Source: an optimization exercise on an open RTL-to-GDS flow (aim: small area). Production flows keep margins and buffers that such runs may drop. The RTL was checked by simulation tests, not by an equivalence proof against the original design. Power and IR drop assume default switching activity.

== cedar ==
// vga_writer
module vga_writer (
   input vclock,
   input reset,
   input [11:0] location,
   input [4:0] orientation,
   input [11:0] target_location,
   input new_data,
   input orientation_ready,
   input [10:0] hcount,
   input [9:0]  vcount,
   input hsync,
   input vsync,
   input blank,
   output phsync,
   output pvsync,
   output pblank,
   output [23:0] pixel
   );
Settings: LEC_CHECK=0, CAP_MARGIN=20, CORE_MARGIN=2, CORE_UTILIZATION=60, CTS_BUF_LIST=sky130_fd_sc_hd__clkbuf_4 sky130_fd_sc_hd__clkbuf_8, SLEW_MARGIN=20; clock period 12.0 ns.
standard.sh (not shown) runs the stock make flow with config.mk's settings and CLKGATE_MAP_FILE= SYNTH_SCRIPT=/design/flow/synth_recipe.tcl, a recipe that flattens the netlist after the stock synthesis.
==> flow/flow/run.sh <==
#!/bin/bash
# Layout flow: the standard flow (standard.sh) with two changes.
# 1. Synthesis is ORFS's own synthesis script with the full-adder extraction
#    step off (ADDER_MAP_FILE empty, no Kogge-Stone adder map) and abc run with
#    an area script (flow/abc_deep.script: &deepsyn, then amap area mapping), so the
#    arithmetic is optimised together with the logic around it. Registers are
#    inferred, mapped and named exactly as in the standard synthesis.
# 2. Port buffers are the smallest buffer cell (buf_1) instead of the default.
# Each step's full output goes to its own log here (synth.log, layout.log);
# ORFS's per-step logs are under orfs/logs.
set -euo pipefail
W=$(pwd)
mkdir -p "$W/syn_scripts"
for f in "$FLOW_HOME"/scripts/*; do ln -sf "$f" "$W/syn_scripts/"; done
rm -f "$W/syn_scripts/abc_area.script"
cp "$W/flow/abc_deep.script" "$W/syn_scripts/abc_area.script"
SCRIPTS_DIR="$W/syn_scripts" ADDER_MAP_FILE= SYNTH_OPERATIONS_ARGS=-noshare ABC_AREA=1 \
  bash standard.sh synth > "$W/synth.log" 2>&1
BUFFER_PORTS_ARGS="-buffer_cell sky130_fd_sc_hd__buf_1" \
  bash standard.sh > "$W/layout.log" 2>&1
==> flow/flow/abc_deep.script <==
strash
&get -n
&deepsyn -T 120 -S 1
&put
dch -f
amap
topo
### cedar -> juniper
Settings: setting ABC_AREA to 1 for the first time; changing CTS_BUF_LIST from sky130_fd_sc_hd__clkbuf_4 sky130_fd_sc_hd__clkbuf_8 to sky130_fd_sc_hd__clkbuf_2 sky130_fd_sc_hd__clkbuf_4.
==> flow/run.sh (new file) <==
#!/bin/bash
# synth_recipe.tcl (not shown) runs the flow's synth.tcl, then flattens the netlist and writes it again
# the make line also repeats each setting of config.mk as NAME=value (left out here)
make -C /OpenROAD-flow-scripts/flow DESIGN_CONFIG=/design/flow/config.mk WORK_HOME=/design/flow/orfs CLKGATE_MAP_FILE= SYNTH_SCRIPT=/design/flow/synth_recipe.tcl finish
removed: flow/flow/run.sh
removed: flow/flow/abc_deep.script
removed: flow/standard.sh
## What came out
- Both conditions hold for juniper: the flow ran to the end and the final layout passed the timing, DRC and antenna checks.
- Between cedar and juniper, critical path depth decreased.
- The run showing the greater combinational power is juniper.
- Compared with cedar, in juniper via count normalized by instance count down 0.67, number of nets produced by synthesis up 6.9%, maximum achievable frequency down 0.028 GHz.
- A first element of the critical path of rloc[1] is what cedar shows, while rloc[10] belongs to juniper.
- Across both runs, total via count after detailed routing was lower for juniper than for cedar.
- On juniper: non-clock buffer area fraction after layout is 4.5 points higher than what cedar gave.
- When the final numbers for juniper and cedar were put side by side, the met2 track demand over resource in global routing turned out to be greater in cedar.
- Per the comparison of juniper with cedar, tap cell instance count climbed 37, depth of the worst register-to-register path dropped about 10%.
## Diff of input files: lagoon against juniper
Settings: swapping 60 for 40 in CORE_UTILIZATION; clearing CTS_BUF_LIST, which used to be sky130_fd_sc_hd__clkbuf_2 sky130_fd_sc_hd__clkbuf_4; clearing ABC_AREA, which used to be 1.
- Pin count of the biggest net entering global routing (lagoon vs. juniper) increases by more than 10%
- Diff juniper -> lagoon: worst slew slack as a fraction of its limit went down 6.9 points; design area +about 8%; clock insertion delay at the later pin of the skew report dropped 110 ps; wire length went up by about 20%; portion of netlist area occupied by mux cells rose 0.90 points.
- No stage failed in lagoon, and the final checks on the layout all came back clean.
- As of lagoon, total number of cells along the worst setup path had risen by more than 10% compared to juniper.
- Compared with juniper, maximum ir drop on the vdd rail in lagoon decreased by more than 10%.

[port drivers added, routing unchanged]
How much do the figures lean on ideal ports? The routed layouts below were timed once more, with nothing changed but the port constraints. Step 1 sets driving cells, clkbuf_16 on the clock port and buf_2 on the other inputs (assumed; they add their load-dependent delay and slew). Step 2 adds t to the input delays and takes it off the output delays; t is the mean of the earliest and latest rising clock arrival at the registers after step 1. Input paths then give back, and output paths get back, about the clock's delay inside the block. Slacks: ideal ports / drivers / drivers and shift; pairs: ideal ports / drivers.
run | t, ns | setup WS [ns] | slew at the worst register clock pin (ns) | worst data-port slew with drivers (ns)
cedar | 0.379 | 4.039 / 4.039 / 3.805 | 0.07 / 0.07 | 0.05
juniper | 0.480 | 1.780 / 1.780 / 1.780 | 0.11 / 0.11 | 0.04
lagoon | 0.371 | 0.928 / 0.928 / 0.928 | 0.06 / 0.06 | 0.05
After both steps setup and hold are still met in every run listed. The setup slack of cedar, which loses most, moves by 0.000 ns with the drivers and by -0.234 ns with both steps.
